Context: an optimization exercise on an open-source flow, tuned for small area. The choices shown serve that exercise and are no tape-out recipe. RTL that was checked went through simulation tests only; none was proved equivalent to the original. The RTL of run 1 was laid out without a check of its function. Power figures rest on the tool's default switching activity, not on a simulated workload.

==> flow/run.sh <==
#!/bin/bash
# synth_recipe.tcl (not shown) runs the flow's synth.tcl, then flattens the netlist and writes it again
# the make line also repeats each setting of config.mk as NAME=value (left out here)
make -C /OpenROAD-flow-scripts/flow DESIGN_CONFIG=/design/flow/config.mk WORK_HOME=/design/flow/orfs CLKGATE_MAP_FILE= SYNTH_SCRIPT=/design/flow/synth_recipe.tcl finish
==> flow/config.mk <==
export PLATFORM = sky130hd
export DESIGN_NAME = mtm_Alu
export DESIGN_NICKNAME = mtm_Alu
export VERILOG_FILES = /design/flow/design.v
export SDC_FILE = /design/flow/constraint.sdc
export NUM_CORES = 4
export LEC_CHECK = 0
export CAP_MARGIN = 20
export CORE_MARGIN = 2
export CORE_UTILIZATION = 75
export CTS_BUF_LIST = sky130_fd_sc_hd__clkbuf_8
export SLEW_MARGIN = 20
==> flow/constraint.sdc <==
create_clock -name core_clock -period 10.0 [get_ports {clk}]
set_input_delay 2.0000 -clock core_clock [delete_from_list [all_inputs] [get_ports {clk}]]
set_output_delay 2.0000 -clock core_clock [all_outputs]
set_load 0.01 [all_outputs]
==> flow/design.v <==
`timescale 1ns / 1ps
module mtm_Alu (
    input  wire clk,    
    input  wire rst_n,  
    input  wire sin,    
    output wire sout    
);
  reg  [3:0]  rcnt;    
  reg         rtype;   
  reg  [3:0]  dcnt;    
  reg  [3:0]  crc4;
  reg  [1:0]  op;      
  reg  [31:0] A;
  reg  [31:0] B;
  wire rpay     = (rcnt >= 4'd2);
  wire rlast    = (rcnt == 4'd9);
  wire crc_bit  = (rtype && rcnt == 4'd2) ? 1'b1 : sin;
  wire crc_fb   = crc4[3] ^ crc_bit;
  wire [3:0] crc4_nx = {crc4[2:0], 1'b0} ^ {2'b00, crc_fb, crc_fb};
  wire recv_b   = rpay && !rtype && (dcnt[3:2] == 2'b00);
  wire recv_a   = rpay && !rtype && (dcnt[3:2] == 2'b01);
  wire ctl_end  = rlast && rtype;
  reg  [3:0]  tpos;
  reg  [2:0]  fidx;
  reg  [1:0]  err;     
  reg         cy;
  reg         fv, fz, fn;
  reg  [2:0]  crc3;
  wire t_idle   = fidx[2] & (fidx[1] ^ fidx[0]);
  wire t_comp   = (fidx == 3'd7);
  wire t_ctl    = (fidx == 3'd4);
  wire t_act    = !t_idle && !t_comp;
  wire t_pay    = t_act && !tpos[3];
  wire t_data   = t_pay && !fidx[2];
  wire trigger  = t_idle && rtype && rcnt == 4'd5;
  reg  [3:0]  bd;
  always @* begin
    case (tpos[2:0])
      3'd1: bd = B[3:0];
      3'd2: bd = B[7:4];
      3'd3: bd = B[11:8];
      3'd4: bd = B[15:12];
      3'd5: bd = B[19:16];
      3'd6: bd = B[23:20];
      3'd7: bd = B[27:24];
      default: bd = B[31:28];
    endcase
  end
  wire        arith = op[1];
  wire        sub   = op[0];
  wire [3:0]  ad    = A[3:0];
  wire [3:0]  bx    = bd ^ {4{sub}};
  wire [4:0]  sum   = {1'b0, ad} + {1'b0, bx} + {4'b0, cy};
  wire [3:0]  lg    = sub ? (ad | bd) : (ad & bd);
  wire [3:0]  cd    = arith ? sum[3:0] : lg;
  wire        vd    = arith & ~(ad[3] ^ bx[3]) & (ad[3] ^ sum[3]);
  reg pbit;
  always @* begin
    if (err == 2'b00) begin
      case (tpos[2:0])
        3'd0: pbit = 1'b0;
        3'd1: pbit = arith & (cy ^ sub);
        3'd2: pbit = fv;
        3'd3: pbit = fz;
        3'd4: pbit = fn;
        default: pbit = crc3[2];
      endcase
    end
    else begin
      case (tpos[2:0])
        3'd1, 3'd4: pbit = err[1] & err[0];
        3'd2, 3'd5: pbit = err[1] & ~err[0];
        3'd3, 3'd6: pbit = ~err[1] & err[0];
        default:    pbit = 1'b1;
      endcase
    end
  end
  wire tbit    = t_ctl ? pbit : A[31];
  wire crc3_fb = crc3[2] ^ tbit;
  assign sout  = !t_act ? 1'b1 :
                 !tpos[3] ? tbit :
                 tpos[1] ? t_ctl : ~tpos[0];
  always @(posedge clk) begin
    if (!rst_n) begin
      rcnt <= 4'd0;
      dcnt <= 4'd0;
      crc4 <= 4'd0;
      fidx <= 3'd5;
    end
    else begin
      if (rcnt == 4'd0) begin
        if (!sin) rcnt <= 4'd1;
      end
      else if (rlast)
        rcnt <= 4'd0;
      else
        rcnt <= rcnt + 4'd1;
      if (rpay)
        crc4 <= ctl_end ? 4'd0 : crc4_nx;
      if (rlast) begin
        if (rtype)
          dcnt <= 4'd0;
        else if (dcnt[3])
          dcnt[0] <= 1'b1;
        else
          dcnt <= dcnt + 4'd1;
      end
      if (trigger)
        fidx <= 3'd7;
      else if (!t_idle && tpos == 4'd8)
        fidx <= (t_comp && err != 2'b00) ? 3'd4 : fidx + 3'd1;
    end
  end
  always @(posedge clk) begin
    if (trigger)
      tpos <= 4'd1;
    else if (tpos == 4'd10)
      tpos <= 4'd0;
    else
      tpos <= tpos + 4'd1;
    if (rcnt == 4'd1)
      rtype <= sin;
    if (rtype && (rcnt == 4'd3 || rcnt == 4'd5))
      op <= {op[0], sin};
    if (rtype && rcnt == 4'd4)
      err <= {1'b0, sin};
    if (ctl_end) begin
      if (dcnt != 4'd8)        err <= 2'b11;
      else if (crc4_nx != 0)   err <= 2'b10;
    end
    if (recv_b)
      B <= {B[30:0], sin};
    if (t_comp)
      A <= {cd, A[31:4]};
    else if (recv_a || t_data)
      A <= {A[30:0], sin};
    if (trigger) begin
      cy   <= op[0] & sin;
      fz   <= 1'b1;
    end
    if (t_comp) begin
      cy   <= sum[4];
      fv   <= vd;
      fn   <= cd[3];
      fz   <= fz & (cd == 4'd0);
      crc3 <= 3'd0;
    end
    else if (t_pay)
      crc3 <= {crc3[1:0], 1'b0} ^ {1'b0, crc3_fb, crc3_fb};
  end
endmodule
==> summary.md, run 1 <==
| Metric | Value |
|---|---|
| Final-report max-slew violation count | `0` |
| Number of gates given a new drive strength after cts | `0` |
| Number of cells in the design after placement | `442` |
| Largest stage delay on the critical path | `around 0.73 ns` |
| Post-detail-place hpwl | `5.852 mm` |
| Area grow syn2layout | `4.630%` |
| Highest-count cells in the layout ignoring fill and taps | `edfxtp_1 (71), a21oi_1 (26), nand2_1 (26), mux2_2 (26), dfxtp_1 (24)` |
| Cell type group with the largest total delay on the critical path | `compound AO/OA/AOI/OAI gates` |
| Required time worst endpoint | `8.00 ns` |
| Normalized max-slew margin | `0.3230` |
| Critical path capture point type | `primary output` |
| Avg Cell Area, Syn | `12.10 µm²` |
| Post-synth cell types | `63` |
| Wire length of the first global-routing pass | `13.54 mm` |
| Via count of the first global-routing pass | `between 2000 and 3000` |
| All-layer global routing usage | `0.2721` |
| Cell-by-cell trace of the critical path | `inv_1 > ha_1 > a211oi_1 > a41o_1 > a311oi_2 > o21ai_0 > nand3b_1 > clkdlybuf4s50_1` |
| Post-layout minimum cycle time | `5.175 ns` |
| Final instance count without filler cells | `458` |
| Fin Clk Skew | `0.01454 ns` |
| Most common cell after layout, fill and taps aside | `edfxtp_1` |
| Effective utilization at floorplan | `0.7805` |
| Number of antenna cells inserted | `0` |
| Die area | `about 7000 µm²` |
| Final layout net count | `398` |
| Main area contributors after synthesis | `edfxtp_1 (46%), dfxtp_1 (10%), mux2_2 (6.3%), ha_1 (4.0%), a21oi_1 (2.8%)` |
| Initial antenna violation count | `0` |
| Cell leakage power | `~1.7 nW` |
| Post-synthesis net count | `404` |
| Number of design rule violations left after detail routing | `0` |
| Fill cells | `335` |
| Vias after detailed routing | `a little over 3000` |
| Core ar. | `5956 µm²` |
| Number of flops mapped to enable cells by yosys | `71` |
| Final count of hold timing violations | `0` |
| Pin count of the biggest net entering global routing | `51` |
| Crit Path Class | `register to primary output` |
| Final worst path period share | `0.5175` |
| WL final | `8.562 mm` |
| Status | `complete, no violations` |
| Cell Area, Synth | `around 4600 µm²` |
| Clock tree buffer depth | `2` |
| Buffers and inverters on the worst path | `2` |
| Worst Hold Class | `register to register` |
| Number of I/O pins | `4` |
| Number of buffers inserted to repair setup after CTS | `0` |
| Maximum vdd drop | `between 0.00015 and 0.0002 V` |
| Measured slew at the worst slew-check pin | `1.016 ns` |
| Detail-routed net length per standard cell | `18.69 µm` |
| Synthesized instance count | `384` |
| Via/cell ratio | `6.603` |
| Total of buffers placed on input and output ports | `3` |
| Placement row count | `28` |
| CTS sink count | `95` |
| Clock Latency Late Sink | `0.37 ns` |
| CTS hold repair buffers | `0` |
| Setup repair after global routing missed its margin | `no` |
| Total chip power | `1.169 mW` |
| Die extent in y | `82.73 µm` |
| Placed Area | `4688 µm²` |
| Initial detailed-routing violation count | `346` |
| Fraction of synthesized cell area taken by the top area cell type | `0.4587` |
| Fin Setup TNS | `0 ns` |
| Share of synthesized area occupied by flip-flops and latches | `0.5620` |
| Count of yosys warnings during synthesis | `1` |
| Count of maximum capacitance violations | `0` |
| Highest clock frequency the design can meet | `193.2 MHz` |
| Number of iterations in the first detailed-routing pass | `6` |
| Crit path arrival time | `3.17 ns` |
| Share of layout cells above drive strength 1 | `0.1567` |
| Pwr Density | `approximately 240 nW/µm²` |
| Slowest cell on the critical path | `dfxtp_1` |
| Number of failing setup endpoints in the final timing report | `0` |
| Count of H-tree levels built during CTS | `3` |
| Number of buffers added by the clock tree synthesis step | `9` |
| Finished layout cell area | `4863 µm²` |
| Post-route antenna net violation count | `0` |
| Floorplan die width | `82.73 µm` |
| Clock-pin slew reported for the worst setup and hold paths after clock tree synthesis | `0.09 ns` |
| Post-synthesis cell type with the largest combined area | `edfxtp_1` |
| Sum of overflow across all layers after global routing | `0` |
| CTS Root Cell | `clkbuf_8` |
| Worst Path Max Fanout | `20` |
| Number of register bits inferred by synthesis | `95` |
| Last weighted congestion value of the routability-driven placer | `between 0.8 and 0.9` |
| Share of flip-flops with an asynchronous set or reset | `0` |
| Sort of element at the start of the critical path | `register` |
| Top_reg_cell synth | `edfxtp_1` |
| CTS tree | `yes` |
-- synthesized netlist by cell type, drive strengths merged, types with 3 or more instances --
master and instances:
mux2 27, a31oi 4, nand4 3, o21ai 14, a22oi 4, a21oi 27
nand2b 4, a222oi 4, inv 22, a211oi 7, clkbuf 12, mux2i 4
nand3b 6, a221oi 4, or3 5, nor2 17, nor2b 3, nor3 8
nand3 11, or2 3, ha 15, xnor2 11, edfxtp 71, buf 10
nand2 26, a21o 3, dfxtp 24
-- routing by layer --
metal / global-route usage / routed length [µm] / vias to the layer above
met5: 0 / 0 / -
met3: 0.04674 / 416 / 19
met2: 0.4452 / 4230 / 115
met4: 0.1016 / 167 / 0
li1: - / - / 1426
met1: 0.3668 / 3747 / 1464
-- where the power goes --
part	internal (mW)	total (mW)	switching [mW]	leakage, nW
registers	0.459	0.507	0.0480	0.840
logic	0.185	0.431	0.247	0.779
clock network	0.0964	0.231	0.135	0.0915
total	0.740	1.17	0.429	1.71
-- per-stage QoR --
stage / hold slack [ns] / utilization / setup slack, ns
after floorplan: 0.4208 / - / 5.713
after global placement: 0.4341 / 0.7872 / 5.414
after detailed placement: 0.4418 / 0.7872 / 5.261
after CTS: 0.4646 / 0.8166 / 4.875
after global routing: 0.4804 / 0.8166 / 4.654
final: 0.4615 / 0.8166 / 4.825
-- kinds of logic after synthesis --
logic type | Yosys count | share of synthesized area
AND/OR/NAND/NOR | 95 | 0.1074
flip-flops | 95 | 0.5620
AO/OA/AOI/OAI | 89 | 0.1413
buffers and inverters | 44 | 0.04091
multiplexers | 31 | 0.07483
adder cells (fa/ha/maj) | 17 | 0.04899
XOR/XNOR | 13 | 0.02450
-- flip-flops by register name (all words and copies together), names as in the netlist --
| register | cells |
|---|---|
| A | 32 |
| B | 32 |
| crc3 | 3 |
| crc4 | 4 |
| cy | 1 |
| dcnt | 4 |
| err | 2 |
| fidx | 3 |
| fn | 1 |
| fv | 1 |
| fz | 1 |
| op | 2 |
| rcnt | 4 |
| rtype | 1 |
| tpos | 4 |
-- cell type report --
type	count	area (µm²)	share of cell area
inverters	22	82.58	0.01698
well taps	75	93.84	0.01930
multi-input cells	245	1854	0.3813
repair buffers	5	45.04	0.009262
flip-flops and latches	95	2613	0.5372
clock buffers	10	137.6	0.02830
clock inverters	6	37.54	0.007718
-- worst paths after layout --
kind              startpoint  endpoint  slack, ns  cells after the start
setup / recovery     tpos[2]      sout       4.83                      8
hold / removal       crc4[0]   crc4[0]       0.46                      2
setup reg to reg     tpos[2]     A[30]       6.00                     12
hold reg to reg      crc4[0]   crc4[0]       0.46                      2
-- worst min-delay path, delay by kind of cell, from the launching register on --
kind / cells / cell delay [ns]
flops: 1 / 0.32
simple gates: 1 / 0.05
compound gates: 1 / 0.05
==> inputs of run 2 (changes only) <==
--- a/flow/design.v
+++ b/flow/design.v
@@ -12,9 +12,9 @@
   reg  [1:0]  op;      
   reg  [31:0] A;
   reg  [31:0] B;
-  wire rpay     = (rcnt >= 4'd2);
-  wire rlast    = (rcnt == 4'd9);
-  wire crc_bit  = (rtype && rcnt == 4'd2) ? 1'b1 : sin;
+  wire rpay     = !rcnt[3];
+  wire rlast    = (rcnt == 4'd7);
+  wire crc_bit  = (rtype && rcnt == 4'd0) ? 1'b1 : sin;
   wire crc_fb   = crc4[3] ^ crc_bit;
   wire [3:0] crc4_nx = {crc4[2:0], 1'b0} ^ {2'b00, crc_fb, crc_fb};
   wire recv_b   = rpay && !rtype && (dcnt[3:2] == 2'b00);
@@ -32,7 +32,7 @@
   wire t_act    = !t_idle && !t_comp;
   wire t_pay    = t_act && !tpos[3];
   wire t_data   = t_pay && !fidx[2];
-  wire trigger  = t_idle && rtype && rcnt == 4'd5;
+  wire trigger  = t_idle && rtype && rcnt == 4'd3;
   reg  [3:0]  bd;
   always @* begin
     case (tpos[2:0])
@@ -82,16 +82,16 @@
                  tpos[1] ? t_ctl : ~tpos[0];
   always @(posedge clk) begin
     if (!rst_n) begin
-      rcnt <= 4'd0;
+      rcnt <= 4'd8;
       dcnt <= 4'd0;
       crc4 <= 4'd0;
       fidx <= 3'd5;
     end
     else begin
-      if (rcnt == 4'd0) begin
-        if (!sin) rcnt <= 4'd1;
+      if (rcnt == 4'd8) begin
+        if (!sin) rcnt <= 4'd9;
       end
-      else if (rlast)
+      else if (rcnt == 4'd9)
         rcnt <= 4'd0;
       else
         rcnt <= rcnt + 4'd1;
@@ -118,11 +118,11 @@
       tpos <= 4'd0;
     else
       tpos <= tpos + 4'd1;
-    if (rcnt == 4'd1)
+    if (rcnt == 4'd9)
       rtype <= sin;
-    if (rtype && (rcnt == 4'd3 || rcnt == 4'd5))
+    if (rtype && (rcnt == 4'd1 || rcnt == 4'd3))
       op <= {op[0], sin};
-    if (rtype && rcnt == 4'd4)
+    if (rtype && rcnt == 4'd2)
       err <= {1'b0, sin};
     if (ctl_end) begin
       if (dcnt != 4'd8)        err <= 2'b11;
==> flow/flow/run.sh (new file) <==
#!/bin/bash
set -euo pipefail
cts="-sink_clustering_enable -repair_clock_nets -buf_list sky130_fd_sc_hd__clkbuf_8 -dont_use_dummy_load"
bash standard.sh "CTS_ARGS=$cts" finish > standard_flow.log 2>&1
==> flow/standard.sh (new file) <==
#!/bin/bash
# synth_recipe.tcl (not shown) runs the flow's synth.tcl, then flattens the netlist and writes it again
# the make line also repeats each setting of config.mk as NAME=value (left out here)
make -C /OpenROAD-flow-scripts/flow DESIGN_CONFIG=/design/flow/config.mk WORK_HOME=/design/flow/orfs CLKGATE_MAP_FILE= SYNTH_SCRIPT=/design/flow/synth_recipe.tcl "${@:-finish}"
--- a/flow/config.mk
+++ b/flow/config.mk
@@ -7,6 +7,6 @@
 export LEC_CHECK = 0
 export CAP_MARGIN = 20
 export CORE_MARGIN = 2
-export CORE_UTILIZATION = 75
+export CORE_UTILIZATION = 70
 export CTS_BUF_LIST = sky130_fd_sc_hd__clkbuf_8
 export SLEW_MARGIN = 20
removed: flow/run.sh
==> run 2 against run 1 <==
Clock skew is 0.0039 ns higher. Synthesized area is 2.5% lower. Global-route usage fell by 1.8 points. Sequential share of layout area rose by 1.5 points. Largest cell class unchanged. Utilization shrank 6.8 points. Synthesized cell count shrank 1.8%.
==> summary.md, run 2 <==
| Metric | Value |
|---|---|
| Clock-pin slew reported for the worst setup and hold paths after clock tree synthesis | `0.09 ns (about the same)` |
| Buffers and inverters on the worst path | `2 (unchanged)` |
| Initial antenna violation count | `0 (unchanged)` |
| Count of maximum capacitance violations | `0 (unchanged)` |
| Sort of element at the start of the critical path | `register (unchanged)` |
| WL final | `8.517 mm (was 8.562 mm)` |
| Post-synthesis net count | `397 (was 404)` |
| CTS Root Cell | `clkbuf_8 (unchanged)` |
| Normalized max-slew margin | `0.2925 (was 0.3230)` |
| CTS tree | `yes (unchanged)` |
| Final count of hold timing violations | `0 (unchanged)` |
| Share of layout cells above drive strength 1 | `0.1287 (was 0.1567)` |
| Final-report max-slew violation count | `0 (unchanged)` |
| Area grow syn2layout | `4.307% (was 4.630%)` |
| Largest regs | `A: 32 flops, B: 32 flops (unchanged)` |
| Number of iterations in the first detailed-routing pass | `5 (was 6)` |
| Vias after detailed routing | `2896 (was 3024)` |
| Required time worst endpoint | `8.00 ns (about the same)` |
| Destination of the critical timing path | `sout (unchanged)` |
| Synthesized instance count | `377 (was 384)` |
| Dominant combinational cell family by area after synthesis | `compound AO/OA/AOI/OAI gates (unchanged)` |
| Crit path arrival time | `3.32 ns (was 3.17 ns)` |
| Number of antenna cells inserted | `0 (unchanged)` |
| Fill cells | `450 (was 335)` |
| Last weighted congestion value of the routability-driven placer | `0.8725 (was 0.8507)` |
| Share of the synthesized area in compound gates (AO/OA/AOI/OAI) | `0.1179 (was 0.1413)` |
| Final layout net count | `395 (was 398)` |
| Setup repair after global routing missed its margin | `no (unchanged)` |
| Maximum vdd drop | `0.0001562 V (was 0.0001540 V)` |
| FF-to-FF Start | `tpos[2] (unchanged)` |
| Adder-cell share of the synthesized area | `0.05025 (was 0.04899)` |
| Fin Clk Skew | `0.01839 ns (was 0.01454 ns)` |
| Post-synthesis cell type with the largest combined area | `edfxtp_1 (unchanged)` |
| Count of H-tree levels built during CTS | `3 (unchanged)` |
| Measured slew at the worst slew-check pin | `1.061 ns (was 1.016 ns)` |
| Crit Path Class | `register to primary output (unchanged)` |
| Share of synthesized area occupied by flip-flops and latches | `0.5765 (was 0.5620)` |
| Number of design rule violations left after detail routing | `0 (unchanged)` |
| Critical path capture point type | `primary output (unchanged)` |
| RR Endpoint | `fz (was A[30])` |
| Initial detailed-routing violation count | `252 (was 346)` |
| Worst Path Max Fanout | `22 (was 20)` |
| Internal reg-to-reg setup slack | `5.98 ns (was 6.00 ns)` |
| Number of register bits inferred by synthesis | `95 (unchanged)` |
| Cell-by-cell trace of the critical path | `inv_1 > ha_1 > a221oi_1 > nand3_1 > a32oi_2 > mux2i_1 > or3_1 > clkdlybuf4s50_1 (was inv_1 > ha_1 > a211oi_1 > a41o_1 > a311oi_2 > o21ai_0 > nand3b_1 > clkdlybuf4s50_1)` |
| Number of I/O pins | `4 (unchanged)` |
| Detail-routed net length per standard cell | `18.93 µm (was 18.69 µm)` |
| Post-detail-place hpwl | `5.992 mm (was 5.852 mm)` |
| Placement row count | `29 (was 28)` |
| Core ar. | `6314 µm² (was 5956 µm²)` |
| Number of failing setup endpoints in the final timing report | `0 (unchanged)` |
| Fraction of synthesized cell area taken by the top area cell type | `0.4705 (was 0.4587)` |
| Die area | `7133 µm² (was 6843 µm²)` |
| Share of flip-flops with an asynchronous set or reset | `0 (unchanged)` |
| Number of gates given a new drive strength after cts | `0 (unchanged)` |
| Top post-synthesis cells by count | `edfxtp_1 (71), nand2_1 (30), mux2_2 (28), nor2_1 (26), dfxtp_1 (24) (was edfxtp_1 (71), a21oi_1 (26), mux2_2 (26), nand2_1 (26), dfxtp_1 (24))` |
| Pwr Density | `211.5 nW/µm² (was 240.3 nW/µm²)` |
| Cell leakage power | `1.656 nW (was 1.711 nW)` |
| Pin count of the biggest net entering global routing | `53 (was 51)` |
| Sequential standard cell area | `2613 µm² (unchanged)` |
| Number of buffers added by the clock tree synthesis step | `9 (unchanged)` |
| Fin Setup TNS | `0 ns (unchanged)` |
| Count of yosys warnings during synthesis | `1 (unchanged)` |
| Area occupied by multi-input gates | `1770 µm² (was 1854 µm²)` |
| CTS hold repair buffers | `0 (unchanged)` |
| Floorplan die width | `84.46 µm (was 82.73 µm)` |
| Status | `complete, no violations (unchanged)` |
| Top_reg_cell synth | `edfxtp_1 (unchanged)` |
| Final instance count without filler cells | `450 (was 458)` |
| Final worst path period share | `0.5323 (was 0.5175)` |
| Post-Synth Simple-Gate Area | `0.1096 (was 0.1074)` |
| Post-synth cell types | `51 (was 63)` |
| CTS sink count | `95 (unchanged)` |
| Number of flops mapped to enable cells by yosys | `71 (unchanged)` |
| Clock Latency Late Sink | `0.35 ns (was 0.37 ns)` |
| Number of buffers inserted to repair setup after CTS | `0 (unchanged)` |
| Clock tree buffer depth | `2 (unchanged)` |
| Worst Hold Class | `register to register (unchanged)` |
| Effective utilization at floorplan | `0.7178 (was 0.7805)` |
| Most common cell after layout, fill and taps aside | `edfxtp_1 (unchanged)` |
| Die extent in y | `84.46 µm (was 82.73 µm)` |
| Launching element of the worst setup path | `tpos[2] (unchanged)` |
| Hold Worst Slack | `0.4437 ns (was 0.4615 ns)` |
| Levels on crit path | `8 (unchanged)` |
| Highest-count cells in the layout ignoring fill and taps | `edfxtp_1 (71), nand2_1 (30), mux2_2 (28) (was edfxtp_1 (71), a21oi_1 (26), nand2_1 (26), mux2_2 (26), dfxtp_1 (24))` |
| Share of the synthesized netlist area taken by xor and xnor gates | `0.02816 (was 0.02450)` |
| All-layer global routing usage | `0.2545 (was 0.2721)` |
| Cell Area, Synth | `4532 µm² (was 4648 µm²)` |
| Number of cells in the design after placement | `441 (was 442)` |
| Final core occ | `0.7487 (was 0.8166)` |
| Wire length of the first global-routing pass | `13.92 mm (was 13.54 mm)` |
| Share of synthesized area spent on multiplexers | `0.08283 (was 0.07483)` |
| Post-layout minimum cycle time | `5.323 ns (was 5.175 ns)` |
| Main area contributors after synthesis | `edfxtp_1 (47%), dfxtp_1 (11%), mux2_2 (7.0%), ha_1 (4.1%), nand2_1 (2.5%) (was edfxtp_1 (46%), dfxtp_1 (10%), mux2_2 (6.3%), ha_1 (4.0%), a21oi_1 (2.8%))` |
| Slowest cell on the critical path | `dfxtp_1 (unchanged)` |
| Cell type group with the largest total delay on the critical path | `flip-flops (was compound AO/OA/AOI/OAI gates)` |
| Largest stage delay on the critical path | `0.80 ns (was 0.73 ns)` |
| Sum of overflow across all layers after global routing | `0 (unchanged)` |
| Via count of the first global-routing pass | `2902 (was 2709)` |
| Worst Reg2Reg Path Length in Cells | `13 (was 12)` |
| Via/cell ratio | `6.436 (was 6.603)` |
| Avg Cell Area, Syn | `12.02 µm² (was 12.10 µm²)` |
| Cell with the most instances after synthesis | `edfxtp_1 (unchanged)` |
| Post-route antenna net violation count | `0 (unchanged)` |
| Highest clock frequency the design can meet | `187.9 MHz (was 193.2 MHz)` |
| Total of buffers placed on input and output ports | `3 (unchanged)` |
-- run 2: changes by cell type after synthesis, sizes merged, moves of 4 or more --
cell    before  now
nor2        17   26
nand2       26   30
clkbuf      12    8
a31oi        4    8
a211oi       7    3
nor2b        3    8
a21oi       27   20
nand3       11    6
-- run 2: cell type report --
cell class                      instances  area share
Clock buffer                            9     0.02620
Inverter                               21     0.01668
Multi-Input combinational cell        243      0.3745
Sequential cell                        95      0.5527
Tap cell                               77     0.02038
Timing Repair Buffer                    5    0.009529
-- run 2: cells by family after synthesis --
family	Yosys count
and+or+nand+nor	102
buffers and inverters	39
muxes	34
xor gates and xnor gates	13
DFF	95
AOI/OAI and AO/OA	77
adders and majority gates	17
-- run 2: metal layers --
| metal | up-vias | wire [µm] | GRT usage |
|---|---|---|---|
| met5 | - | 0 | 0 |
| met4 | 0 | 246 | 0.1227 |
| met3 | 24 | 406 | 0.03933 |
| met2 | 99 | 4077 | 0.4033 |
| met1 | 1395 | 3787 | 0.3494 |
| li1 | 1378 | - | - |
-- run 2: worst min path at each step --
stage / cells after the start / end / slack, ns / start
after floorplan: 0 / B[29] / 0.42 / B[28]
after CTS: 0 / B[6] / 0.44 / B[5]
after detailed placement: 0 / B[5] / 0.44 / B[4]
after global placement: 0 / B[30] / 0.44 / B[29]
final: 0 / B[6] / 0.44 / B[5]
after global routing: 0 / B[3] / 0.46 / B[2]
-- run 2: report_power, final --
group          switching, mW  internal, mW
clock network          0.114        0.0808
registers             0.0349         0.444
logic                  0.182         0.145
total                  0.330         0.670
-- run 2: stage by stage --
step                      setup slack (ns)  total power, mW  cell area, µm²
after floorplan                      5.809           0.7439            4532
after CTS                            4.697           0.9989            4727
final                                4.677            1.000            4727
after global routing                 4.436            1.060            4727
after detailed placement             5.048           0.8085            4603
after global placement               5.146           0.7955            4603
-- run 2: worst register-to-register path, stage by stage, from the launching register on --
cell and delay [ns]:
dfxtp_1 0.80, inv_1 0.21, ha_1 0.32, a22o_1 0.22
a221oi_1 0.27, o211ai_1 0.21, nand2_1 0.12, xor2_1 0.08
fa_1 0.42, fa_1 0.51, a21oi_1 0.07, a31oi_1 0.27
nand3_1 0.12, o31ai_1 0.22
==> inputs of run 3 (changes only) <==
==> flow/run.sh (new file) <==
#!/bin/bash
# synth_recipe.tcl (not shown) runs the flow's synth.tcl, then flattens the netlist and writes it again
# the make line also repeats each setting of config.mk as NAME=value (left out here)
make -C /OpenROAD-flow-scripts/flow DESIGN_CONFIG=/design/flow/config.mk WORK_HOME=/design/flow/orfs CLKGATE_MAP_FILE= SYNTH_SCRIPT=/design/flow/synth_recipe.tcl finish
removed: flow/flow/run.sh
removed: flow/standard.sh
==> run 3 against run 2 <==
Sequential power about the same. Maximum frequency shrank 0.39%. Sequential share of layout area fell by 0.76 points. Synthesized area stayed put. Die area unchanged. Wire length up 1.3%. Via count grew 1.6%. Combinational power barely moved. Cell area rose by 1.4%. First-iteration DRC count down 1.2%.
==> summary.md, run 3 <==
| Metric | Value |
|---|---|
| Sort of element at the start of the critical path | `register (unchanged)` |
| Normalized max-slew margin | `0.2975 (was 0.2925)` |
| Last weighted congestion value of the routability-driven placer | `0.8725 (unchanged)` |
| FF-to-FF Start | `tpos[2] (unchanged)` |
| Clock Latency Late Sink | `0.36 ns (was 0.35 ns)` |
| Final instance count without filler cells | `457 (was 450)` |
| Worst Path Max Fanout | `22 (unchanged)` |
| Synthesized instance count | `377 (unchanged)` |
| Die extent in y | `84.46 µm (unchanged)` |
| Main area contributors after synthesis | `edfxtp_1 (47%), dfxtp_1 (11%), mux2_2 (7.0%), ha_1 (4.1%), nand2_1 (2.5%) (unchanged)` |
| Highest routing layer actually used | `met4 (unchanged)` |
| Via/cell ratio | `6.438 (was 6.436)` |
| Initial antenna violation count | `0 (unchanged)` |
| Crit Path Class | `register to primary output (unchanged)` |
| Count of H-tree levels built during CTS | `3 (unchanged)` |
| Number of register bits inferred by synthesis | `95 (unchanged)` |
| Final count of hold timing violations | `0 (unchanged)` |
| Highest clock frequency the design can meet | `187.1 MHz (was 187.9 MHz)` |
| Clock-pin slew reported for the worst setup and hold paths after clock tree synthesis | `0.10 ns (was 0.09 ns)` |
| Share of synthesized area occupied by flip-flops and latches | `0.5765 (unchanged)` |
| Setup repair after global routing missed its margin | `no (unchanged)` |
| Met3 WL post-DR | `451 µm (was 406 µm)` |
| Effective utilization at floorplan | `0.7178 (unchanged)` |
| Number of gates given a new drive strength after cts | `0 (unchanged)` |
| Largest regs | `A: 32 flops, B: 32 flops (unchanged)` |
| Worst Hold Class | `register to register (unchanged)` |
| Post-layout minimum cycle time | `5.344 ns (was 5.323 ns)` |
| Maximum vdd drop | `0.0001599 V (was 0.0001562 V)` |
| Number of iterations in the first detailed-routing pass | `5 (unchanged)` |
| Number of design rule violations left after detail routing | `0 (unchanged)` |
| Sequential share of power | `0.455 (was 0.479)` |
| Count of yosys warnings during synthesis | `1 (unchanged)` |
| Cell with the most instances after synthesis | `edfxtp_1 (unchanged)` |
| Internal reg-to-reg setup slack | `5.98 ns (about the same)` |
| Pwr Density | `219.3 nW/µm² (was 211.5 nW/µm²)` |
| Critical path capture point type | `primary output (unchanged)` |
| Via count of the first global-routing pass | `2896 (was 2902)` |
| Worst Hold Path Cells | `0 (unchanged)` |
| Number of failing setup endpoints in the final timing report | `0 (unchanged)` |
| Cell leakage power | `1.689 nW (was 1.656 nW)` |
| Most common cell after layout, fill and taps aside | `edfxtp_1 (unchanged)` |
| Fin Clk Skew | `0.01437 ns (was 0.01839 ns)` |
| Sw Pwr | `0.3485 mW (was 0.3303 mW)` |
| Count of maximum capacitance violations | `0 (unchanged)` |
| Share of flip-flops with an asynchronous set or reset | `0 (unchanged)` |
| Worst slack at placement | `5.048 ns (unchanged)` |
| Switching share of total power | `0.3316 (was 0.3303)` |
| Comb power frac | `0.313 (was 0.327)` |
| Detail-routed net length per standard cell | `18.87 µm (was 18.93 µm)` |
| Hold Worst Slack | `0.4591 ns (was 0.4437 ns)` |
| Post-synthesis net count | `397 (unchanged)` |
| Fraction of synthesized cell area taken by the top area cell type | `0.4705 (unchanged)` |
| Die area | `7133 µm² (unchanged)` |
| Core ar. | `6314 µm² (unchanged)` |
| Hold path start | `B[5] (unchanged)` |
| Pin count of the biggest net entering global routing | `53 (unchanged)` |
| Sum of overflow across all layers after global routing | `0 (unchanged)` |
| Post-synth cell types | `51 (unchanged)` |
| Number of cells in the design after placement | `441 (unchanged)` |
| Hold path endpoint | `B[6] (unchanged)` |
| Highest-count cells in the layout ignoring fill and taps | `edfxtp_1 (71), nand2_1 (30), mux2_2 (28) (unchanged)` |
| Number of buffers added by the clock tree synthesis step | `9 (unchanged)` |
| CTS tree | `yes (unchanged)` |
| Placement row count | `29 (unchanged)` |
| Fill cells | `438 (was 450)` |
| Final setup margin | `4.656 ns (was 4.677 ns)` |
| Launching element of the worst setup path | `tpos[2] (unchanged)` |
| Post-synthesis cell type with the largest combined area | `edfxtp_1 (unchanged)` |
| Measured slew at the worst slew-check pin | `1.054 ns (was 1.061 ns)` |
| Post-detail-place hpwl | `5.992 mm (unchanged)` |
| Clock tree buffer depth | `2 (unchanged)` |
| Fin Setup TNS | `0 ns (unchanged)` |
| Wire length of the first global-routing pass | `13.95 mm (was 13.92 mm)` |
| Final layout net count | `395 (unchanged)` |
| WL final | `8.625 mm (was 8.517 mm)` |
| Part of the total power dissipated in the clock network | `0.232 (was 0.194)` |
| Number of buffers inserted to repair setup after CTS | `0 (unchanged)` |
| Final worst path period share | `0.5344 (was 0.5323)` |
| Top post-synthesis cells by count | `edfxtp_1 (71), nand2_1 (30), mux2_2 (28), nor2_1 (26), dfxtp_1 (24) (unchanged)` |
| Cell Area, Synth | `4532 µm² (unchanged)` |
| Required time worst endpoint | `8.00 ns (about the same)` |
| Worst Reg2Reg Path Length in Cells | `13 (unchanged)` |
| CTS hold repair buffers | `0 (unchanged)` |
| Top_reg_cell synth | `edfxtp_1 (unchanged)` |
| All-layer global routing usage | `0.2553 (was 0.2545)` |
| Share of layout cells above drive strength 1 | `0.1395 (was 0.1287)` |
| Crit path arrival time | `3.34 ns (was 3.32 ns)` |
| Post-route met1 wirelength | `3.829 mm (was 3.787 mm)` |
| DR WL met2 | `4.115 mm (was 4.077 mm)` |
| Internal | `0.7024 mW (was 0.6697 mW)` |
| Total of buffers placed on input and output ports | `3 (unchanged)` |
| Avg Cell Area, Syn | `12.02 µm² (unchanged)` |
| Area grow syn2layout | `5.770% (was 4.307%)` |
| Vias after detailed routing | `2942 (was 2896)` |
| Number of flops mapped to enable cells by yosys | `71 (unchanged)` |
| Floorplan die width | `84.46 µm (unchanged)` |
| Final-report max-slew violation count | `0 (unchanged)` |
| Status | `complete, no violations (unchanged)` |
| Finished layout cell area | `4793 µm² (was 4727 µm²)` |
| Number of I/O pins | `4 (unchanged)` |
| Post-route antenna net violation count | `0 (unchanged)` |
| Placed Area | `4603 µm² (unchanged)` |
| RR Endpoint | `fz (unchanged)` |
| Number of antenna cells inserted | `0 (unchanged)` |
| Initial detailed-routing violation count | `249 (was 252)` |
| CTS sink count | `95 (unchanged)` |
| CTS Root Cell | `clkbuf_8 (unchanged)` |
run 3: cell count changes in the layout (fill, tap and decap cells not counted), sizes merged:
cell and change:
bufinv +1, clkinv +2, clkinvlp +2, inv +2
run 3: stage by stage:
| stage | utilization | total power, mW |
|---|---|---|
| 2_1_floorplan | - | 0.7439 |
| 3_3_place_gp | 0.7291 | 0.7955 |
| 3_5_place_dp | 0.7291 | 0.8085 |
| 4_1_cts | 0.7592 | 1.049 |
| 5_1_grt | 0.7592 | 1.110 |
| 6_report | 0.7592 | 1.051 |
run 3: power by group through the flow:
stage | registers, mW | clock network, mW | logic (mW)
6_report | 0.478 | 0.244 | 0.329
5_1_grt | 0.482 | 0.263 | 0.365
4_1_cts | 0.477 | 0.247 | 0.324
3_5_place_dp | 0.487 | 0 | 0.322
3_3_place_gp | 0.485 | 0 | 0.310
2_1_floorplan | 0.466 | 0 | 0.278
run 3: worst max-delay path by stage:
stage	to	cells past startpoint
finish	sout	8
global route	sout	8
CTS	sout	8
detailed placement	sout	8
global placement	sout	8
floorplan	B[0]	2
run 3: kinds of logic after synthesis:
| group | after synthesis | share of synthesized area |
|---|---|---|
| and+or+nand+nor | 102 | 0.1096 |
| DFF | 95 | 0.5765 |
| AOI/OAI and AO/OA | 77 | 0.1179 |
| buffers and inverters | 39 | 0.03479 |
| muxes | 34 | 0.08283 |
| adders and majority gates | 17 | 0.05025 |
| xor gates and xnor gates | 13 | 0.02816 |
run 3: layout make-up:
type | count | area [µm²] | area share
clock inverters | 7 | 66.31 | 0.01383
repair buffers | 5 | 45.04 | 0.009397
clock buffers | 9 | 123.9 | 0.02584
flip-flops and latches | 95 | 2613 | 0.5450
multi-input cells | 243 | 1770 | 0.3694
well taps | 77 | 96.34 | 0.02010
inverters | 21 | 78.83 | 0.01644
run 3: worst max-delay path: stages (launching register included):
cell and delay (ns):
dfxtp_1 0.79, inv_1 0.21, ha_1 0.32, a221oi_1 0.31, nand3_1 0.14, a32oi_2 0.33
mux2i_1 0.11, or3_1 0.31, clkdlybuf4s50_1 0.48
run 3: metal layers:
| metal | vias to the layer above | GRT usage |
|---|---|---|
| li1 | 1389 | - |
| met1 | 1403 | 0.3460 |
| met2 | 125 | 0.4127 |
| met3 | 25 | 0.04818 |
| met4 | 0 | 0.1039 |
| met5 | - | 0 |
==> inputs of run 4 (changes only) <==
==> flow/flow/run.sh (new file) <==
#!/bin/bash
set -euo pipefail
cts="-sink_clustering_enable -repair_clock_nets -dont_use_dummy_load -buf_list sky130_fd_sc_hd__clkbuf_8 -sink_clustering_size 30 -sink_clustering_max_diameter 300"
bash standard.sh "CTS_ARGS=$cts" "BUFFER_PORTS_ARGS=-buffer_cell sky130_fd_sc_hd__buf_1" finish > standard_flow.log 2>&1
==> flow/standard.sh (new file) <==
#!/bin/bash
# synth_recipe.tcl (not shown) runs the flow's synth.tcl, then flattens the netlist and writes it again
# the make line also repeats each setting of config.mk as NAME=value (left out here)
make -C /OpenROAD-flow-scripts/flow DESIGN_CONFIG=/design/flow/config.mk WORK_HOME=/design/flow/orfs CLKGATE_MAP_FILE= SYNTH_SCRIPT=/design/flow/synth_recipe.tcl "${@:-finish}"
removed: flow/run.sh
==> run 4 against run 3 <==
Cell area decreased by 1.8%. Sequential cell count stayed put. Largest cell class unchanged. Register-to-register slack lost 0.12 ns. Highest routed layer unchanged. Sequential power about the same.
==> summary.md, run 4 <==
| Metric | Value |
|---|---|
| CTS sink count | `95 (unchanged)` |
| Largest stage delay on the critical path | `0.83 ns (was 0.79 ns)` |
| Number of iterations in the first detailed-routing pass | `5 (unchanged)` |
| Required time worst endpoint | `8.00 ns (about the same)` |
| Area grow syn2layout | `3.893% (was 5.770%)` |
| Post-detail-place hpwl | `5.895 mm (was 5.992 mm)` |
| Post-synth cell types | `51 (unchanged)` |
| CTS Root Cell | `clkbuf_8 (unchanged)` |
| Post-layout minimum cycle time | `5.086 ns (was 5.344 ns)` |
| Switching share of total power | `0.3338 (was 0.3316)` |
| Count of H-tree levels built during CTS | `3 (unchanged)` |
| Worst Path Max Fanout | `22 (unchanged)` |
| Initial detailed-routing violation count | `234 (was 249)` |
| Highest clock frequency the design can meet | `196.6 MHz (was 187.1 MHz)` |
| Top post-synthesis cells by count | `edfxtp_1 (71), nand2_1 (30), mux2_2 (28), nor2_1 (26), dfxtp_1 (24) (unchanged)` |
| Final layout net count | `395 (unchanged)` |
| Number of failing setup endpoints in the final timing report | `0 (unchanged)` |
| Share of layout cells above drive strength 1 | `0.1287 (was 0.1395)` |
| Normalized max-slew margin | `0.3148 (was 0.2975)` |
| Crit Path Class | `register to primary output (unchanged)` |
| CTS tree | `yes (unchanged)` |
| Cell Area, Synth | `4532 µm² (unchanged)` |
| Cell-by-cell trace of the critical path | `inv_1 > ha_1 > a221oi_1 > nand3_1 > a32oi_2 > mux2i_1 > or3_1 > buf_1 (was inv_1 > ha_1 > a221oi_1 > nand3_1 > a32oi_2 > mux2i_1 > or3_1 > clkdlybuf4s50_1)` |
| Avg Cell Area, Syn | `12.02 µm² (unchanged)` |
| Global routing usage on met3 | `0.05211 (was 0.04818)` |
| Pin count of the biggest net entering global routing | `53 (unchanged)` |
| Maximum vdd drop | `0.0001613 V (was 0.0001599 V)` |
| Number of buffers inserted to repair setup after CTS | `0 (unchanged)` |
| Cell leakage power | `1.647 nW (was 1.689 nW)` |
| FF-to-FF Start | `tpos[2] (unchanged)` |
| Highest-count cells in the layout ignoring fill and taps | `edfxtp_1 (71), nand2_1 (30), mux2_2 (28) (unchanged)` |
| Via count of the first global-routing pass | `2838 (was 2896)` |
| Post-route antenna net violation count | `0 (unchanged)` |
| Status | `complete, no violations (unchanged)` |
| Effective utilization at floorplan | `0.7178 (unchanged)` |
| Final-report max-slew violation count | `0 (unchanged)` |
| Post-synthesis cell type with the largest combined area | `edfxtp_1 (unchanged)` |
| Fraction of synthesized cell area taken by the top area cell type | `0.4705 (unchanged)` |
| Detail-routed net length per standard cell | `18.30 µm (was 18.87 µm)` |
| Number of flops mapped to enable cells by yosys | `71 (unchanged)` |
| Initial antenna violation count | `0 (unchanged)` |
| Number of I/O pins | `4 (unchanged)` |
| Final instance count without filler cells | `450 (was 457)` |
| Post-synthesis net count | `397 (unchanged)` |
| Number of cells in the design after placement | `441 (unchanged)` |
| Sum of overflow across all layers after global routing | `0 (unchanged)` |
| Placement row count | `29 (unchanged)` |
| Pwr Density | `213.0 nW/µm² (was 219.3 nW/µm²)` |
| Synthesized instance count | `377 (unchanged)` |
| Clock tree buffer depth | `2 (unchanged)` |
| Internal | `0.6681 mW (was 0.7024 mW)` |
| Slowest cell on the critical path | `dfxtp_1 (unchanged)` |
| Busiest layer in global routing | `met2 (unchanged)` |
| Number of antenna cells inserted | `0 (unchanged)` |
| Hold path start | `B[1] (was B[5])` |
| Cell with the most instances after synthesis | `edfxtp_1 (unchanged)` |
| All-layer global routing usage | `0.2520 (was 0.2553)` |
| Via/cell ratio | `6.453 (was 6.438)` |
| GR met1 Demand/Resource | `0.3484 (was 0.3460)` |
| Most common cell after layout, fill and taps aside | `edfxtp_1 (unchanged)` |
| Final core occ | `0.7457 (was 0.7592)` |
| Final count of hold timing violations | `0 (unchanged)` |
| Launching element of the worst setup path | `tpos[2] (unchanged)` |
| WL final | `8.236 mm (was 8.625 mm)` |
| Fin Clk Skew | `0.02574 ns (was 0.01437 ns)` |
| Critical path capture point type | `primary output (unchanged)` |
| Total of buffers placed on input and output ports | `3 (unchanged)` |
| Last weighted congestion value of the routability-driven placer | `0.8909 (was 0.8725)` |
| Share of synthesized area occupied by flip-flops and latches | `0.5765 (unchanged)` |
| Final worst path period share | `0.5086 (was 0.5344)` |
| Count of yosys warnings during synthesis | `1 (unchanged)` |
| Count of maximum capacitance violations | `0 (unchanged)` |
| Fin Setup TNS | `0 ns (unchanged)` |
| Comb power frac | `0.329 (was 0.313)` |
| Share of flip-flops with an asynchronous set or reset | `0 (unchanged)` |
| Largest regs | `A: 32 flops, B: 32 flops (unchanged)` |
| Die area | `7133 µm² (unchanged)` |
| Clock-pin slew reported for the worst setup and hold paths after clock tree synthesis | `0.08 ns (was 0.10 ns)` |
| Setup repair after global routing missed its margin | `no (unchanged)` |
| Sw Pwr | `0.3347 mW (was 0.3485 mW)` |
| Wire length of the first global-routing pass | `13.83 mm (was 13.95 mm)` |
| Number of register bits inferred by synthesis | `95 (unchanged)` |
| Vias after detailed routing | `2904 (was 2942)` |
| Number of design rule violations left after detail routing | `0 (unchanged)` |
| Top_reg_cell synth | `edfxtp_1 (unchanged)` |
| GRT met2 Usage | `0.3853 (was 0.4127)` |
| Clock Latency Late Sink | `0.36 ns (about the same)` |
| Sequential share of power | `0.478 (was 0.455)` |
| Worst Hold Class | `register to register (unchanged)` |
| Crit path arrival time | `3.09 ns (was 3.34 ns)` |
| Number of buffers added by the clock tree synthesis step | `9 (unchanged)` |
| Die extent in y | `84.46 µm (unchanged)` |
| CTS hold repair buffers | `0 (unchanged)` |
| Floorplan die width | `84.46 µm (unchanged)` |
| Part of the total power dissipated in the clock network | `0.193 (was 0.232)` |
| Measured slew at the worst slew-check pin | `1.028 ns (was 1.054 ns)` |
| Number of gates given a new drive strength after cts | `0 (unchanged)` |
| Main area contributors after synthesis | `edfxtp_1 (47%), dfxtp_1 (11%), mux2_2 (7.0%), ha_1 (4.1%), nand2_1 (2.5%) (unchanged)` |
| Sort of element at the start of the critical path | `register (unchanged)` |
| Core ar. | `6314 µm² (unchanged)` |
run 4: worst paths after layout:
| path | slack [ns] | endpoint | depth (start not counted) |
|---|---|---|---|
| worst min-delay path | 0.44 | B[2] | 0 |
| worst max register to register | 5.86 | fz | 13 |
| worst min register to register | 0.44 | B[2] | 0 |
| worst max-delay path | 4.91 | sout | 8 |
run 4: power groups by stage:
| stage | Clock (mW) | Sequential (mW) | Combinational (mW) |
|---|---|---|---|
| 2_1_floorplan | 0 | 0.466 | 0.278 |
| 3_3_place_gp | 0 | 0.485 | 0.309 |
| 3_5_place_dp | 0 | 0.488 | 0.325 |
| 4_1_cts | 0.196 | 0.478 | 0.326 |
| 5_1_grt | 0.209 | 0.483 | 0.364 |
| 6_report | 0.194 | 0.479 | 0.330 |
run 4: stage by stage:
stage / hold slack (ns) / total power [mW] / area [µm²] / worst slack, ns
final: 0.4424 / 1.003 / 4708 / 4.914
after global routing: 0.4634 / 1.057 / 4708 / 4.744
after CTS: 0.4502 / 1.000 / 4708 / 4.951
after detailed placement: 0.4388 / 0.8123 / 4584 / 5.325
after global placement: 0.4325 / 0.7936 / 4584 / 5.506
after floorplan: 0.4183 / 0.7439 / 4532 / 5.809
run 4: kinds of logic (layout without fill, tap and decap cells):
kind of cell,Yosys count,after routing,share of synthesized area
flip-flops,95,95,0.5765
multiplexers,34,34,0.08283
adder cells (fa/ha/maj),17,17,0.05025
AO/OA/AOI/OAI,77,77,0.1179
AND/OR/NAND/NOR,102,102,0.1096
XOR/XNOR,13,13,0.02816
buffers and inverters,39,35,0.03479
run 4: cell type report:
type,instances,area (µm²)
Sequential cell,95,2613
Multi-Input combinational cell,243,1770
Fill cell,428,1605
Clock buffer,9,123.9
Tap cell,77,96.34
Inverter,21,78.83
Timing Repair Buffer,5,26.28
run 4: worst max-delay path, delay by kind of cell (launching register included):
family	cells	cell delay (ns)
adders and majority gates	1	0.34
and+or+nand+nor	2	0.47
AOI/OAI and AO/OA	2	0.62
DFF	1	0.83
buffers and inverters	2	0.38
muxes	1	0.11
run 4: layer usage:
layer,part of all wire,vias to the layer above
li1,-,1384
met3,0.053,24
met5,0,-
met4,0.035,0
met2,0.46,101
met1,0.45,1395
==> inputs of run 5 (changes only) <==
==> flow/flow/run.sh (replaced) <==
#!/bin/bash
set -euo pipefail
cts="-sink_clustering_enable -repair_clock_nets -dont_use_dummy_load -buf_list sky130_fd_sc_hd__clkbuf_16 -sink_clustering_size 40"
bash standard.sh "CTS_ARGS=$cts" "BUFFER_PORTS_ARGS=-buffer_cell sky130_fd_sc_hd__buf_1" finish > standard_flow.log 2>&1
==> run 5 against run 4 <==
Combinational power is essentially flat. Largest power group unchanged. Largest cell class unchanged. Count of clock-buffer cells in the layout is the same. Register-to-register slack lost 0.02 ns. Still clean. Utilization grew 1.6 points.
==> summary.md, run 5 <==
| Metric | Value |
|---|---|
| Initial detailed-routing violation count | `321 (was 234)` |
| Worst Hold Class | `register to register (unchanged)` |
| Internal | `0.7465 mW (was 0.6681 mW)` |
| Normalized max-slew margin | `0.3241 (was 0.3148)` |
| Hold path endpoint | `B[2] (unchanged)` |
| Final worst path period share | `0.5094 (was 0.5086)` |
| CTS sink count | `95 (unchanged)` |
| Most common cell after layout, fill and taps aside | `edfxtp_1 (unchanged)` |
| Largest stage delay on the critical path | `0.85 ns (was 0.83 ns)` |
| Top_reg_cell synth | `edfxtp_1 (unchanged)` |
| Required time worst endpoint | `8.00 ns (about the same)` |
| Effective utilization at floorplan | `0.7178 (unchanged)` |
| Clock tree buffer depth | `2 (unchanged)` |
| Last weighted congestion value of the routability-driven placer | `0.8909 (unchanged)` |
| FF-to-FF Start | `tpos[2] (unchanged)` |
| Clock-pin slew reported for the worst setup and hold paths after clock tree synthesis | `0.06 ns (was 0.08 ns)` |
| Placement row count | `29 (unchanged)` |
| CTS hold repair buffers | `0 (unchanged)` |
| Main area contributors after synthesis | `edfxtp_1 (47%), dfxtp_1 (11%), mux2_2 (7.0%), ha_1 (4.1%), nand2_1 (2.5%) (unchanged)` |
| Finished layout cell area | `4810 µm² (was 4708 µm²)` |
| Final-report max-slew violation count | `0 (unchanged)` |
| Slowest cell on the critical path | `dfxtp_1 (unchanged)` |
| Switching share of total power | `0.3174 (was 0.3338)` |
| Cell-by-cell trace of the critical path | `inv_1 > ha_1 > a221oi_1 > nand3_1 > a32oi_2 > mux2i_1 > or3_1 > buf_1 (unchanged)` |
| Final count of hold timing violations | `0 (unchanged)` |
| Share of synthesized area occupied by flip-flops and latches | `0.5765 (unchanged)` |
| Highest clock frequency the design can meet | `196.3 MHz (was 196.6 MHz)` |
| Clock Latency Late Sink | `0.34 ns (was 0.36 ns)` |
| Vias after detailed routing | `2898 (was 2904)` |
| Number of gates given a new drive strength after cts | `0 (unchanged)` |
| Count of H-tree levels built during CTS | `3 (unchanged)` |
| Cell with the most instances after synthesis | `edfxtp_1 (unchanged)` |
| Synthesized instance count | `377 (unchanged)` |
| CTS Root Cell | `clkbuf_16 (was clkbuf_8)` |
| Post-detail-place hpwl | `5.895 mm (unchanged)` |
| Final layout net count | `395 (unchanged)` |
| Via/cell ratio | `6.440 (was 6.453)` |
| Floorplan die width | `84.46 µm (unchanged)` |
| Post-synth cell types | `51 (unchanged)` |
| Post-layout minimum cycle time | `5.094 ns (was 5.086 ns)` |
| Sort of element at the start of the critical path | `register (unchanged)` |
| Placed Area | `4584 µm² (unchanged)` |
| Avg Cell Area, Syn | `12.02 µm² (unchanged)` |
| Measured slew at the worst slew-check pin | `1.014 ns (was 1.028 ns)` |
| Die extent in y | `84.46 µm (unchanged)` |
| Pwr Density | `227.4 nW/µm² (was 213.0 nW/µm²)` |
| Highest-count cells in the layout ignoring fill and taps | `edfxtp_1 (71), nand2_1 (30), mux2_2 (28) (unchanged)` |
| Top post-synthesis cells by count | `edfxtp_1 (71), nand2_1 (30), mux2_2 (28), nor2_1 (26), dfxtp_1 (24) (unchanged)` |
| Share of layout cells above drive strength 1 | `0.1287 (unchanged)` |
| Post-route antenna net violation count | `0 (unchanged)` |
| Total of buffers placed on input and output ports | `3 (unchanged)` |
| Cell Area, Synth | `4532 µm² (unchanged)` |
| Cell leakage power | `1.694 nW (was 1.647 nW)` |
| Fin Setup TNS | `0 ns (unchanged)` |
| Number of design rule violations left after detail routing | `0 (unchanged)` |
| Number of iterations in the first detailed-routing pass | `5 (unchanged)` |
| RR Endpoint | `fz (unchanged)` |
| Maximum vdd drop | `0.0001684 V (was 0.0001613 V)` |
| Worst Path Max Fanout | `22 (unchanged)` |
| Via count of the first global-routing pass | `2820 (was 2838)` |
| Status | `complete, no violations (unchanged)` |
| Internal reg-to-reg setup slack | `5.84 ns (was 5.86 ns)` |
| Sum of overflow across all layers after global routing | `0 (unchanged)` |
| Buffers and inverters on the worst path | `2 (unchanged)` |
| Number of failing setup endpoints in the final timing report | `0 (unchanged)` |
| Area grow syn2layout | `6.129% (was 3.893%)` |
| Number of buffers inserted to repair setup after CTS | `0 (unchanged)` |
| Worst Hold Path Cells | `0 (unchanged)` |
| Crit path arrival time | `3.09 ns (about the same)` |
| Part of the total power dissipated in the clock network | `0.257 (was 0.193)` |
| Fraction of synthesized cell area taken by the top area cell type | `0.4705 (unchanged)` |
| Number of flops mapped to enable cells by yosys | `71 (unchanged)` |
| Worst Reg2Reg Path Length in Cells | `13 (unchanged)` |
| Largest regs | `A: 32 flops, B: 32 flops (unchanged)` |
| Hold path start | `B[1] (unchanged)` |
| Number of I/O pins | `4 (unchanged)` |
| Detail-routed net length per standard cell | `18.58 µm (was 18.30 µm)` |
| Sequential share of power | `0.440 (was 0.478)` |
| Die area | `7133 µm² (unchanged)` |
| Share of flip-flops with an asynchronous set or reset | `0 (unchanged)` |
| Setup repair after global routing missed its margin | `no (unchanged)` |
| Pin count of the biggest net entering global routing | `53 (unchanged)` |
| Count of yosys warnings during synthesis | `1 (unchanged)` |
| Cell type group with the largest total delay on the critical path | `flip-flops (unchanged)` |
| Post-synthesis net count | `397 (unchanged)` |
| Comb power frac | `0.303 (was 0.329)` |
| Wire length of the first global-routing pass | `13.92 mm (was 13.83 mm)` |
| Number of register bits inferred by synthesis | `95 (unchanged)` |
| Crit Path Class | `register to primary output (unchanged)` |
| Core ar. | `6314 µm² (unchanged)` |
| Initial antenna violation count | `0 (unchanged)` |
| Number of buffers added by the clock tree synthesis step | `9 (unchanged)` |
| Fin Clk Skew | `0.01689 ns (was 0.02574 ns)` |
| Post-synthesis cell type with the largest combined area | `edfxtp_1 (unchanged)` |
| Fill cells | `408 (was 428)` |
| Count of maximum capacitance violations | `0 (unchanged)` |
| Sw Pwr | `0.3470 mW (was 0.3347 mW)` |
| WL final | `8.359 mm (was 8.236 mm)` |
| Critical path capture point type | `primary output (unchanged)` |
| Number of antenna cells inserted | `0 (unchanged)` |
| CTS tree | `yes (unchanged)` |
| All-layer global routing usage | `0.2544 (was 0.2520)` |
[run 5: cell types whose count changed in the layout (fill, tap and decap cells not counted)]
| cell | before | now |
|---|---|---|
| clkbuf_16 | 0 | 9 |
| clkbuf_8 | 9 | 0 |
[run 5: metal layers]
metal / routed length [µm] / GRT usage / vias up
li1: - / - / 1385
met3: 385 / 0.05506 / 18
met2: 3928 / 0.3860 / 87
met5: 0 / 0 / -
met1: 3794 / 0.3603 / 1408
met4: 250 / 0.1097 / 0
[run 5: final cells by class]
type                    count  area, µm²  area share
repair buffers              5      26.28    0.005463
inverters                  21      78.83     0.01639
flip-flops and latches     95       2613      0.5432
multi-input cells         243       1770      0.3681
clock buffers               9      225.2     0.04683
well taps                  77      96.34     0.02003
[run 5: worst max path at each step]
stage | startpoint | endpoint | slack, ns | cells past startpoint
after floorplan | rcnt[3] | B[0] | 5.81 | 2
after global placement | tpos[2] | sout | 5.51 | 8
after detailed placement | tpos[2] | sout | 5.33 | 8
after CTS | tpos[2] | sout | 4.97 | 8
after global routing | tpos[2] | sout | 4.74 | 8
final | tpos[2] | sout | 4.91 | 8
[run 5: kinds of logic after synthesis]
kind of cell / count (synthesis) / synth area share
and+or+nand+nor: 102 / 0.1096
muxes: 34 / 0.08283
xor gates and xnor gates: 13 / 0.02816
DFF: 95 / 0.5765
buffers and inverters: 39 / 0.03479
AOI/OAI and AO/OA: 77 / 0.1179
adders and majority gates: 17 / 0.05025
[run 5: power groups by stage]
stage | Clock, mW | Sequential [mW] | Combinational (mW)
6_report | 0.281 | 0.481 | 0.331
5_1_grt | 0.299 | 0.485 | 0.364
4_1_cts | 0.283 | 0.479 | 0.328
3_5_place_dp | 0 | 0.488 | 0.325
3_3_place_gp | 0 | 0.485 | 0.309
2_1_floorplan | 0 | 0.466 | 0.278
[run 5: per-stage QoR]
step	worst slack (ns)	hold slack, ns	utilization	total power, mW	cells
after floorplan	5.809	0.4183	-	0.7439	377
after global placement	5.506	0.4325	0.7261	0.7936	441
after detailed placement	5.325	0.4388	0.7261	0.8123	441
after CTS	4.966	0.4488	0.7618	1.091	450
after global routing	4.742	0.4609	0.7618	1.148	450
final	4.906	0.4449	0.7618	1.094	450
==> inputs of run 6 (changes only) <==
==> flow/flow/run.sh (replaced) <==
#!/bin/bash
# The standard layout (standard.sh) with three changes:
#  - synthesis: ABC maps for area (flow/abc_area.script: strash; dch -f; amap)
#    instead of ORFS's delay-oriented script, and Yosys's half/full-adder
#    extraction and Kogge-Stone carry mapping are left out, so ABC sees all
#    logic. The registers are those of the standard synthesis (flip-flop
#    mapping is unchanged).
#  - clock tree synthesis: clkbuf_8 buffers and no dummy loads.
#  - port buffers: sky130_fd_sc_hd__buf_1.
# Each tool's full output goes to a log file in this folder.
set -euo pipefail
here=$(pwd)

# private copy of the ORFS scripts, with the synthesis changes
rm -rf "$here/scripts"
cp -r "$FLOW_HOME/scripts" "$here/scripts"
cp "$here/flow/abc_area.script" "$here/scripts/abc_speed.script"
sed -i 's/\[dont_use_adder_kinds\] ne "none"$/[dont_use_adder_kinds] ne "none" \&\& 0/' "$here/scripts/synth.tcl"
sed -i 's#"-extra-map $::env(FLOW_HOME)/platforms/common/lcu_kogge_stone.v"\]#""]#' "$here/scripts/synth.tcl"
grep -q 'ne "none" && 0' "$here/scripts/synth.tcl"
! grep -q 'lcu_kogge_stone' "$here/scripts/synth.tcl"

cts="-sink_clustering_enable -repair_clock_nets -dont_use_dummy_load -buf_list sky130_fd_sc_hd__clkbuf_8"
bash standard.sh "SCRIPTS_DIR=$here/scripts" "CTS_ARGS=$cts" \
  "BUFFER_PORTS_ARGS=-buffer_cell sky130_fd_sc_hd__buf_1" finish > standard_flow.log 2>&1
==> flow/flow/abc_area.script (new file) <==
strash
dch -f
amap
topo
==> run 6 against run 5 <==
Still clean. Die area shrank 11%. Clock power shrank 31%. First-iteration DRC count shrank 9.0%. Combinational power shrank 24%. Clock skew shrank 0.0047 ns. Sequential power is essentially flat. Via count shrank 0.38%. Worst setup slack gained 0.32 ns. Critical path depth grew 1. Wire length shrank 4.1%. Critical endpoint unchanged.
==> summary.md, run 6 <==
| Metric | Value |
|---|---|
| Post-synthesis net count | `360 (was 397)` |
| Number of antenna cells inserted | `0 (unchanged)` |
| Final count of hold timing violations | `0 (unchanged)` |
| FF-to-FF Start | `tpos[1] (was tpos[2])` |
| Setup repair after global routing missed its margin | `no (unchanged)` |
| Final core occ | `0.7737 (was 0.7618)` |
| Last weighted congestion value of the routability-driven placer | `0.8805 (was 0.8909)` |
| Number of buffers added by the clock tree synthesis step | `9 (unchanged)` |
| Avg Cell Area, Syn | `11.25 µm² (was 12.02 µm²)` |
| Clock tree buffer depth | `2 (unchanged)` |
| Post-detail-place hpwl | `5.502 mm (was 5.895 mm)` |
| Sort of element at the start of the critical path | `register (unchanged)` |
| Hold path endpoint | `B[2] (unchanged)` |
| Main area contributors after synthesis | `edfxtp_1 (53%), dfxtp_1 (12%), nor2_1 (5.4%), o22a_1 (5.0%), clkinv_1 (3.3%) (was edfxtp_1 (47%), dfxtp_1 (11%), mux2_2 (7.0%), ha_1 (4.1%), nand2_1 (2.5%))` |
| Measured slew at the worst slew-check pin | `0.7880 ns (was 1.014 ns)` |
| Crit path arrival time | `2.77 ns (was 3.09 ns)` |
| Initial detailed-routing violation count | `292 (was 321)` |
| All-layer global routing usage | `0.2722 (was 0.2544)` |
| Pin count of the biggest net entering global routing | `42 (was 53)` |
| Status | `complete, no violations (unchanged)` |
| Final setup margin | `5.230 ns (was 4.906 ns)` |
| Highest clock frequency the design can meet | `209.7 MHz (was 196.3 MHz)` |
| Largest stage delay on the critical path | `0.57 ns (was 0.85 ns)` |
| Top post-synthesis cells by count | `edfxtp_1 (71), nor2_1 (58), clkinv_1 (35), nand2_1 (25), o21ai_0 (25) (was edfxtp_1 (71), nand2_1 (30), mux2_2 (28), nor2_1 (26), dfxtp_1 (24))` |
| Share of layout cells above drive strength 1 | `0.04021 (was 0.1287)` |
| Number of design rule violations left after detail routing | `0 (unchanged)` |
| Synthesized instance count | `357 (was 377)` |
| Required time worst endpoint | `8.00 ns (about the same)` |
| Buffers and inverters on the worst path | `2 (unchanged)` |
| Post-route antenna net violation count | `0 (unchanged)` |
| Number of failing setup endpoints in the final timing report | `0 (unchanged)` |
| Number of flops mapped to enable cells by yosys | `71 (unchanged)` |
| Placement row count | `27 (was 29)` |
| Post-synthesis cell type with the largest combined area | `edfxtp_1 (unchanged)` |
| Number of gates given a new drive strength after cts | `0 (unchanged)` |
| Share of flip-flops with an asynchronous set or reset | `0 (unchanged)` |
| Core ar. | `5540 µm² (was 6314 µm²)` |
| Vias after detailed routing | `2887 (was 2898)` |
| CTS Root Cell | `clkbuf_8 (was clkbuf_16)` |
| Wire length of the first global-routing pass | `12.92 mm (was 13.92 mm)` |
| Cell with the most instances after synthesis | `edfxtp_1 (unchanged)` |
| Count of yosys warnings during synthesis | `1 (unchanged)` |
| Number of register bits inferred by synthesis | `95 (unchanged)` |
| Number of I/O pins | `4 (unchanged)` |
| Highest-count cells in the layout ignoring fill and taps | `edfxtp_1 (71), nor2_1 (57), clkinv_1 (35) (was edfxtp_1 (71), nand2_1 (30), mux2_2 (28))` |
| Count of maximum capacitance violations | `0 (unchanged)` |
| Top_reg_cell synth | `edfxtp_1 (unchanged)` |
| Largest regs | `A: 32 flops, B: 32 flops (unchanged)` |
| Worst slack at placement | `5.690 ns (was 5.325 ns)` |
| Most common cell after layout, fill and taps aside | `edfxtp_1 (unchanged)` |
| Cell Area, Synth | `4016 µm² (was 4532 µm²)` |
| Normalized max-slew margin | `0.4706 (was 0.3241)` |
| Number of buffers inserted to repair setup after CTS | `0 (unchanged)` |
| Fin Clk Skew | `0.01220 ns (was 0.01689 ns)` |
| Fin Setup TNS | `0 ns (unchanged)` |
| Post-synth cell types | `31 (was 51)` |
| Die area | `6359 µm² (was 7133 µm²)` |
| Initial antenna violation count | `0 (unchanged)` |
| Slowest cell on the critical path | `nor3_1 (was dfxtp_1)` |
| WL final | `8.013 mm (was 8.359 mm)` |
| Worst Path Max Fanout | `6 (was 22)` |
| RR Endpoint | `fz (unchanged)` |
| Pwr Density | `215.8 nW/µm² (was 227.4 nW/µm²)` |
| Sum of overflow across all layers after global routing | `0 (unchanged)` |
| Worst Reg2Reg Path Length in Cells | `22 (was 13)` |
| Via count of the first global-routing pass | `2684 (was 2820)` |
| Hold path start | `B[1] (unchanged)` |
| Most repeated library cell on the critical path | `a21oi_1` |
| Worst Hold Class | `register to register (unchanged)` |
| Floorplan die width | `79.75 µm (was 84.46 µm)` |
| Final-report max-slew violation count | `0 (unchanged)` |
==> run 6: cell count changes after synthesis, moves of 14 or more <==
cell      before  now
inv_1         21    0
nor2_1        26   58
clkinv_1       0   35
o22a_1         0   23
mux2_2        28    0
o21ai_0       11   25
ha_1          15    0
==> run 6: final cells by class <==
type / instances / area (µm²) / share of cell area
Sequential cell: 95 / 2613 / 0.6095
Inverter: 35 / 131.4 / 0.03065
Multi-Input combinational cell: 227 / 1280 / 0.2986
Clock buffer: 9 / 123.9 / 0.02890
Tap cell: 72 / 90.09 / 0.02102
Timing Repair Buffer: 7 / 48.80 / 0.01138
==> run 6: worst register-to-register path, cell delays in order, from the launching register on <==
cell      delay, ns
dfxtp_1        0.38
clkinv_1       0.15
nor2_1         0.19
clkinv_1       0.13
nor2_1         0.46
a22o_1         0.24
a221oi_1       0.06
nand2_1        0.11
o22ai_1        0.10
nor2b_1        0.17
nor2_1         0.14
nand2_1        0.08
o21ai_0        0.13
o21ai_0        0.15
nand2_1        0.09
o21ai_0        0.11
nand2_1        0.10
nand2_1        0.12
nor2_1         0.13
a21oi_1        0.05
o32ai_1        0.21
clkinv_1       0.14
o21ai_0        0.20
==> run 6: cell families (layout without fill, tap and decap cells) <==
logic type	Yosys count	count (layout)	synth area share
AOI/OAI and AO/OA	111	111	0.1944
buffers and inverters	35	51	0.03271
DFF	95	95	0.6505
and+or+nand+nor	116	116	0.1224
==> run 6: worst max path at each step <==
stage | from | endpoint | slack [ns] | depth (start not counted)
detailed placement | tpos[1] | sout | 5.69 | 11
CTS | tpos[1] | sout | 5.30 | 11
floorplan | fidx[2] | A[0] | 5.85 | 4
finish | tpos[2] | sout | 5.23 | 9
global route | tpos[0] | sout | 5.02 | 11
global placement | tpos[1] | sout | 5.76 | 11
==> run 6: routing by layer <==
metal | track usage | vias to the layer above | wire length [µm]
li1 | - | 1394 | -
met1 | 0.3983 | 1362 | 3607
met2 | 0.4176 | 113 | 3722
met3 | 0.05204 | 18 | 503
met4 | 0.08983 | 0 | 180
met5 | 0 | - | 0
==> run 6: per-stage QoR <==
stage / hold slack, ns / area [µm²] / std cells
2_1_floorplan: 0.4252 / 4016 / 357
6_report: 0.4570 / 4287 / 445
3_3_place_gp: 0.4366 / 4148 / 435
3_5_place_dp: 0.4354 / 4148 / 435
5_1_grt: 0.4596 / 4287 / 445
4_1_cts: 0.4568 / 4272 / 444
==> run 6: power breakdown <==
group / switching (mW) / internal (mW)
Combinational: 0.164 / 0.0892
Clock: 0.113 / 0.0808
Sequential: 0.0246 / 0.453

==> afterwards: timing with drivers on the ports <==
The results above use ideal ports. As a check the final layouts listed here were re-extracted and re-timed, cells and wires unchanged. Step 1: set_driving_cell puts a clkbuf_16 on clk and a buf_2 on each other input, an assumption about the parent block. Step 2 moves the port delays by t, midway between the first and last clock arrival at a register: inputs arrive t later, outputs are due t later. That takes back most of the time a late clock gives input paths. a / b / c = ideal ports / drivers / drivers and shift; a / b = the first two.
run | t (ns) | setup WS [ns] | hold WS [ns] | worst setup path after step 2 | cell pins on the clock port's net
run 1 | 0.388 | 4.825 / 4.799 / 5.186 | 0.462 / 0.462 / 0.462 | register to output | 1
run 2 | 0.373 | 4.677 / 4.647 / 5.021 | 0.444 / 0.444 / 0.444 | register to output | 1
run 3 | 0.384 | 4.656 / 4.626 / 5.010 | 0.459 / 0.459 / 0.459 | register to output | 1
run 4 | 0.380 | 4.914 / 4.883 / 5.263 | 0.442 / 0.442 / 0.442 | register to output | 1
run 5 | 0.365 | 4.906 / 4.869 / 5.235 | 0.445 / 0.445 / 0.445 | register to output | 1
run 6 | 0.375 | 5.230 / 5.198 / 5.573 | 0.457 / 0.457 / 0.457 | register to output | 1
After both steps every run listed still meets setup and hold.
